Context: an optimization exercise on an open-source flow, tuned for small area, a short achievable clock period and few clock cycles. The choices shown serve that exercise and are no tape-out recipe.
Only simulation tests tie the RTL to the original design; equivalence was not proved.

==> sierra: inputs <==
==> flow/design.v (excerpt) <==
module top(
input         clk_i,
input         reset_i,
input  [31:0] irdata_i,
output        ird_o,
output [31:0] iaddr_o,
output [31:0] daddr_o,
output [31:0] dwdata_o,
input  [31:0] drdata_i,
output  [1:0] dsize_o,
output  [3:0] dbe_w,
output        drd_o,
output        dwr_o
);
clock: 16.5 ns
lec_check: 0
cap_margin: 20
core_margin: 2
core_utilization: 40
cts_buf_list: sky130_fd_sc_hd__clkbuf_8
slew_margin: 20
standard.sh (not shown) runs the stock make flow with config.mk's settings and CLKGATE_MAP_FILE= SYNTH_SCRIPT=/design/flow/synth_recipe.tcl, a recipe that flattens the netlist after the stock synthesis.
==> flow/flow/run.sh <==
#!/bin/bash
set -euo pipefail
bash standard.sh SETUP_SLACK_MARGIN=11 finish > flow_make.log 2>&1
==> inputs of xenon, as changes to sierra <==
--- a/flow/design.v
+++ b/flow/design.v
@@ -322,22 +322,19 @@
 wire [31:0] sum;
 wire        sum_c;
 ks_add #(.W(32), .L(6)) alu_add (.a(opa), .b(e_sub ? ~opb : opb), .cin(e_sub), .s(sum), .cout(sum_c));
 wire        ltu = !sum_c;
 wire        lt  = (opa[31] == opb[31]) ? sum[31] : opa[31];
-wire        br_ge_c;
-wire [31:0] br_diff_unused;
-ks_add #(.W(32), .L(6)) br_cmp (.a(opa), .b(~rs2v), .cin(1'b1), .s(br_diff_unused), .cout(br_ge_c));
-wire        br_eq  = (opa == rs2v);
-wire        br_ltu = !br_ge_c;
-wire        br_lt  = (opa[31] == rs2v[31]) ? br_ltu : opa[31];
+wire        eq  = (opa == opb);
 wire  [4:0] shamt = opb[4:0];
 wire [31:0] shl = opa << shamt;
 wire signed [32:0] shr_in = { e_sra & opa[31], opa };
 wire signed [32:0] shr_w  = shr_in >>> shamt;
 wire [31:0] shr = shr_w[31:0];
-wire [31:0] pc_imm = (e_lui ? 32'h0 : { e_pc, 2'b00 }) + e_imm;
+wire [31:0] pc_imm;
+wire        pc_imm_c;
+ks_add #(.W(32), .L(6)) pc_add (.a(e_lui ? 32'h0 : { e_pc, 2'b00 }), .b(e_imm), .cin(1'b0), .s(pc_imm), .cout(pc_imm_c));
 wire [31:0] pc_4 = { e_pc + 30'd1, 2'b00 };
 wire        md_busy, md_done;
 wire  [4:0] md_rd;
 wire [31:0] md_res;
 wire        md_accept = e_v & e_md & !md_busy;
@@ -347,11 +344,11 @@
 	.a(opa), .b(rs2v),
 	.busy(md_busy), .done(md_done), .rd(md_rd), .res(md_res)
 );
 wire exec = e_v & !e_md & !md_busy;
 wire advance = !e_v | (!md_busy & !e_md) | md_done;
-wire br_cond = e_f3[2] ? (e_f3[1] ? br_ltu : br_lt) : br_eq;
+wire br_cond = e_f3[2] ? (e_f3[1] ? ltu : lt) : eq;
 wire taken   = exec & (e_jal | e_jalr | (e_branch & (br_cond ^ e_f3[0])));
 wire [29:0] target = e_jalr ? sum[31:2] : pc_imm[31:2];
 wire [31:0] ex_res = ({32{e_r_sum}}   & sum)
                    | ({32{e_r_shl}}   & shl)
                    | ({32{e_r_shr}}   & shr)
@@ -396,11 +393,11 @@
 	e_rd     <= dec_rd;
 	e_imm    <= dec_imm;
 	e_pc     <= pc_r;
 	e_f3     <= f3;
 	e_useimm <= op_imm | op_load | op_store | op_jalr;
-	e_sub    <= (op_reg & !ins[25] & f3 == 3'b000 & ins[30]) | (op_alu & f3[2:1] == 2'b01);
+	e_sub    <= op_branch | (op_reg & !ins[25] & f3 == 3'b000 & ins[30]) | (op_alu & f3[2:1] == 2'b01);
 	e_md     <= op_reg & ins[25];
 	e_lui    <= op_lui;
 	e_jal    <= op_jal & !dec_jal_next;
 	e_jalr   <= op_jalr;
 	e_branch <= op_branch & !dec_br_next;
==> flow/flow/run.sh (replaced) <==
#!/bin/bash
set -euo pipefail
bash standard.sh SETUP_SLACK_MARGIN=10 finish > flow_make.log 2>&1
==> flow/config.mk (replaced) <==
export PLATFORM = sky130hd
export DESIGN_NAME = top
export DESIGN_NICKNAME = top
export VERILOG_FILES = /design/flow/design.v
export SDC_FILE = /design/flow/constraint.sdc
export NUM_CORES = 4
export LEC_CHECK = 0
export CAP_MARGIN = 20
export CORE_MARGIN = 2
export CORE_UTILIZATION = 30
export SLEW_MARGIN = 20
==> inputs of willow, as changes to sierra <==
--- a/flow/design.v
+++ b/flow/design.v
@@ -366,10 +366,11 @@
 wire [31:0] st_data = (ex_size == 2'd0) ? {4{rs2v[7:0]}} :
                       (ex_size == 2'd1) ? {2{rs2v[15:0]}} : rs2v;
 wire [3:0] st_be = (ex_size == 2'd0) ? (4'b0001 << sum[1:0]) :
                    (ex_size == 2'd1) ? (sum[1] ? 4'b1100 : 4'b0011) : 4'b1111;
 wire [4:0] rd_to_m = md_done ? md_rd : (exec ? e_rd : 5'd0);
+wire [4:0] rd_fwd  = md_busy ? md_rd : (exec ? e_rd : 5'd0);
 always @(posedge clk_i or posedge reset_i) begin
 	if (reset_i) begin
 		pc_r    <= 30'h0;
 		ird_r   <= 1'b0;
 		e_v     <= 1'b0;
@@ -389,12 +390,12 @@
 	end
 end
 always @(posedge clk_i) begin
 	e_a      <= f_a;
 	e_b      <= f_b;
-	e_fwd1   <= (rd_to_m != 5'd0) && (rs1 == rd_to_m);
-	e_fwd2   <= (rd_to_m != 5'd0) && (rs2 == rd_to_m);
+	e_fwd1   <= (rd_fwd != 5'd0) && (rs1 == rd_fwd);
+	e_fwd2   <= (rd_fwd != 5'd0) && (rs2 == rd_fwd);
 	e_rd     <= dec_rd;
 	e_imm    <= dec_imm;
 	e_pc     <= pc_r;
 	e_f3     <= f3;
 	e_useimm <= op_imm | op_load | op_store | op_jalr;
==> flow/flow/run.sh (replaced) <==
#!/bin/bash
set -euo pipefail
bash standard.sh SETUP_SLACK_MARGIN=11 "BUFFER_PORTS_ARGS=-buffer_cell sky130_fd_sc_hd__buf_4" finish > flow_make.log 2>&1
==> inputs of umber, as changes to sierra <==
--- a/flow/design.v
+++ b/flow/design.v
@@ -281,11 +281,14 @@
                       op_branch           ? imm_b :
                       op_jal              ? imm_j : imm_i;
 wire dec_writes = op_lui | op_auipc | op_jal | op_jalr | op_load | op_imm | op_reg;
 wire  [4:0] dec_rd = dec_writes ? ins[11:7] : 5'd0;
 wire dec_br_next  = op_branch & (imm_b == 32'd4);
-wire dec_jal_next = op_jal & (imm_j == 32'd4);
+wire        f_pred   = op_jal | (op_branch & ins[31]);
+wire [29:0] f_target;
+wire        f_target_c;
+ks_add #(.W(30), .L(5)) f_add (.a(pc_r), .b(ins[3] ? imm_j[31:2] : imm_b[31:2]), .cin(1'b0), .s(f_target), .cout(f_target_c));
 reg         e_v;
 reg  [31:0] e_a, e_b;           
 reg         e_fwd1, e_fwd2;     
 reg   [4:0] e_rd;
 reg  [31:0] e_imm;
@@ -293,11 +296,12 @@
 reg   [2:0] e_f3;
 reg         e_useimm;           
 reg         e_sub;              
 reg         e_md;               
 reg         e_lui;
-reg         e_jal, e_jalr, e_branch, e_load, e_store;
+reg         e_jalr, e_branch, e_load, e_store;
+reg         e_pred;             
 reg         e_r_sum, e_r_shl, e_r_shr, e_r_lt, e_r_ltu, e_r_xor, e_r_or, e_r_and, e_r_pc4, e_r_pcimm;
 reg         e_sra;
 reg   [4:0] m_rd;
 reg  [31:0] m_res;
 reg  [31:0] m_wdata;
@@ -348,12 +352,12 @@
 	.busy(md_busy), .done(md_done), .rd(md_rd), .res(md_res)
 );
 wire exec = e_v & !e_md & !md_busy;
 wire advance = !e_v | (!md_busy & !e_md) | md_done;
 wire br_cond = e_f3[2] ? (e_f3[1] ? br_ltu : br_lt) : br_eq;
-wire taken   = exec & (e_jal | e_jalr | (e_branch & (br_cond ^ e_f3[0])));
-wire [29:0] target = e_jalr ? sum[31:2] : pc_imm[31:2];
+wire taken   = exec & (e_jalr | (e_branch & (br_cond ^ e_f3[0] ^ e_pred)));
+wire [29:0] target = e_jalr ? sum[31:2] : (e_pred ? pc_4[31:2] : pc_imm[31:2]);
 wire [31:0] ex_res = ({32{e_r_sum}}   & sum)
                    | ({32{e_r_shl}}   & shl)
                    | ({32{e_r_shr}}   & shr)
                    | ({32{e_r_lt}}    & { 31'h0, lt })
                    | ({32{e_r_ltu}}   & { 31'h0, ltu })
@@ -379,11 +383,11 @@
 	end else begin
 		ird_r <= 1'b1;
 		if (taken)
 			pc_r <= target;
 		else if (advance)
-			pc_r <= pc_r + 30'd1;
+			pc_r <= f_pred ? f_target : pc_r + 30'd1;
 		e_v     <= !taken;
 		m_rd    <= rd_to_m;
 		m_load  <= exec & e_load;
 		m_store <= exec & e_store;
 	end
@@ -399,11 +403,11 @@
 	e_f3     <= f3;
 	e_useimm <= op_imm | op_load | op_store | op_jalr;
 	e_sub    <= (op_reg & !ins[25] & f3 == 3'b000 & ins[30]) | (op_alu & f3[2:1] == 2'b01);
 	e_md     <= op_reg & ins[25];
 	e_lui    <= op_lui;
-	e_jal    <= op_jal & !dec_jal_next;
+	e_pred   <= f_pred;
 	e_jalr   <= op_jalr;
 	e_branch <= op_branch & !dec_br_next;
 	e_load   <= op_load;
 	e_store  <= op_store;
 	e_sra    <= ins[30];
==> reports/metrics.cfg <==
[yosys]
synth_top_area_share_pct = 38.5
yosysSeqAreaShare_pct = 45.9
synthMuxAreaShare_pct = 5.02
synthesis.area_sq_um = 87000

[finish]
n_all_inverters = 409

[run_status]
status = finished clean

[critical_path]
worstPathCellList = buf_4 > inv_1 > nor2_1 > and3_2 > buf_4 > a222oi_1 > nand3_1 > nor3_1 > a21oi_1

[placement]
place_inst = 11100

(the above is from willow)
==> reports/metrics.cfg <==
[run_status]
status = finished clean

[yosys]
synth_top_area_share_pct = 39.3
yosysSeqAreaShare_pct = 46.7
synthesis.area_sq_um = 85400

[finish]
n_all_inverters = 392

[placement]
place_inst = 11700

(the above is from xenon)
==> reports/metrics.cfg <==
[placement]
place_inst = 11400

[yosys]
synthMuxAreaShare_pct = 4.74
synth_top_area_share_pct = 37.9
synthesis.area_sq_um = 88600
yosysSeqAreaShare_pct = 45.1

[finish]
n_all_inverters = 433

[critical_path]
worstPathCellList = buf_12 > nor2b_4 > buf_6 > a22oi_1 > xnor2_1 > fa_2 > fa_1 > inv_1 > fa_1 > inv_2 > ha_4 > nand4_1 > a21o_1 > a211oi_4 > o211ai_1 > and4_1 > nor3_4 > buf_6 > a211oi_4 > xnor2_4 > o211ai_1 > a22oi_2

[run_status]
status = finished clean

(the above is from umber)
==> reports/metrics.cfg <==
[yosys]
synthMuxAreaShare_pct = 4.00
synth_top_area_share_pct = 38.6

[run_status]
status = finished clean

[placement]
place_inst = 11100

[finish]
n_all_inverters = 413

(the above is from sierra)
Testbench counts of sierra, summed over its fixed seeds: cycles 14,281.
Testbench counts of xenon, summed over its fixed seeds: cycles 14,281.
Testbench counts of willow, summed over its fixed seeds: cycles 14,281.
Testbench counts of umber, summed over its fixed seeds: cycles 14,016.

port drivers added, routing unchanged:
In the flow no input, the clock included, has a driving cell. The finished layouts below were timed again as built, in two steps.
Step 1, drivers: a clkbuf_16 drives clk_i and a buf_2 each remaining input, both assumed.
Step 2 adds t to the input delays and takes it off the output delays; t is the mean of the earliest and latest rising clock arrival at the registers after step 1. Input paths then give back, and output paths get back, about the clock's delay inside the block.
a / b / c = no drivers / after step 1 / after step 2; a / b = the first two.
run | shift t [ns] | setup WS [ns] | worst hold slack (ns) | worst register clock-pin slew, ns
sierra | 1.074 | 10.560 / 10.560 / 9.818 | 0.436 / 0.436 / 0.436 | 0.08 / 0.08
xenon | 0.875 | 9.818 / 9.885 / 9.009 | 0.442 / 0.442 / 0.442 | 0.07 / 0.07
willow | 1.085 | 10.670 / 10.729 / 9.644 | 0.436 / 0.436 / 0.436 | 0.09 / 0.09
umber | 1.084 | 10.388 / 10.388 / 9.575 | 0.380 / 0.380 / 0.380 | 0.08 / 0.08
After both steps setup and hold are still met in every run listed. For willow, which loses most, drivers alone change the setup slack by +0.059 ns; drivers and shift together by -1.026 ns.
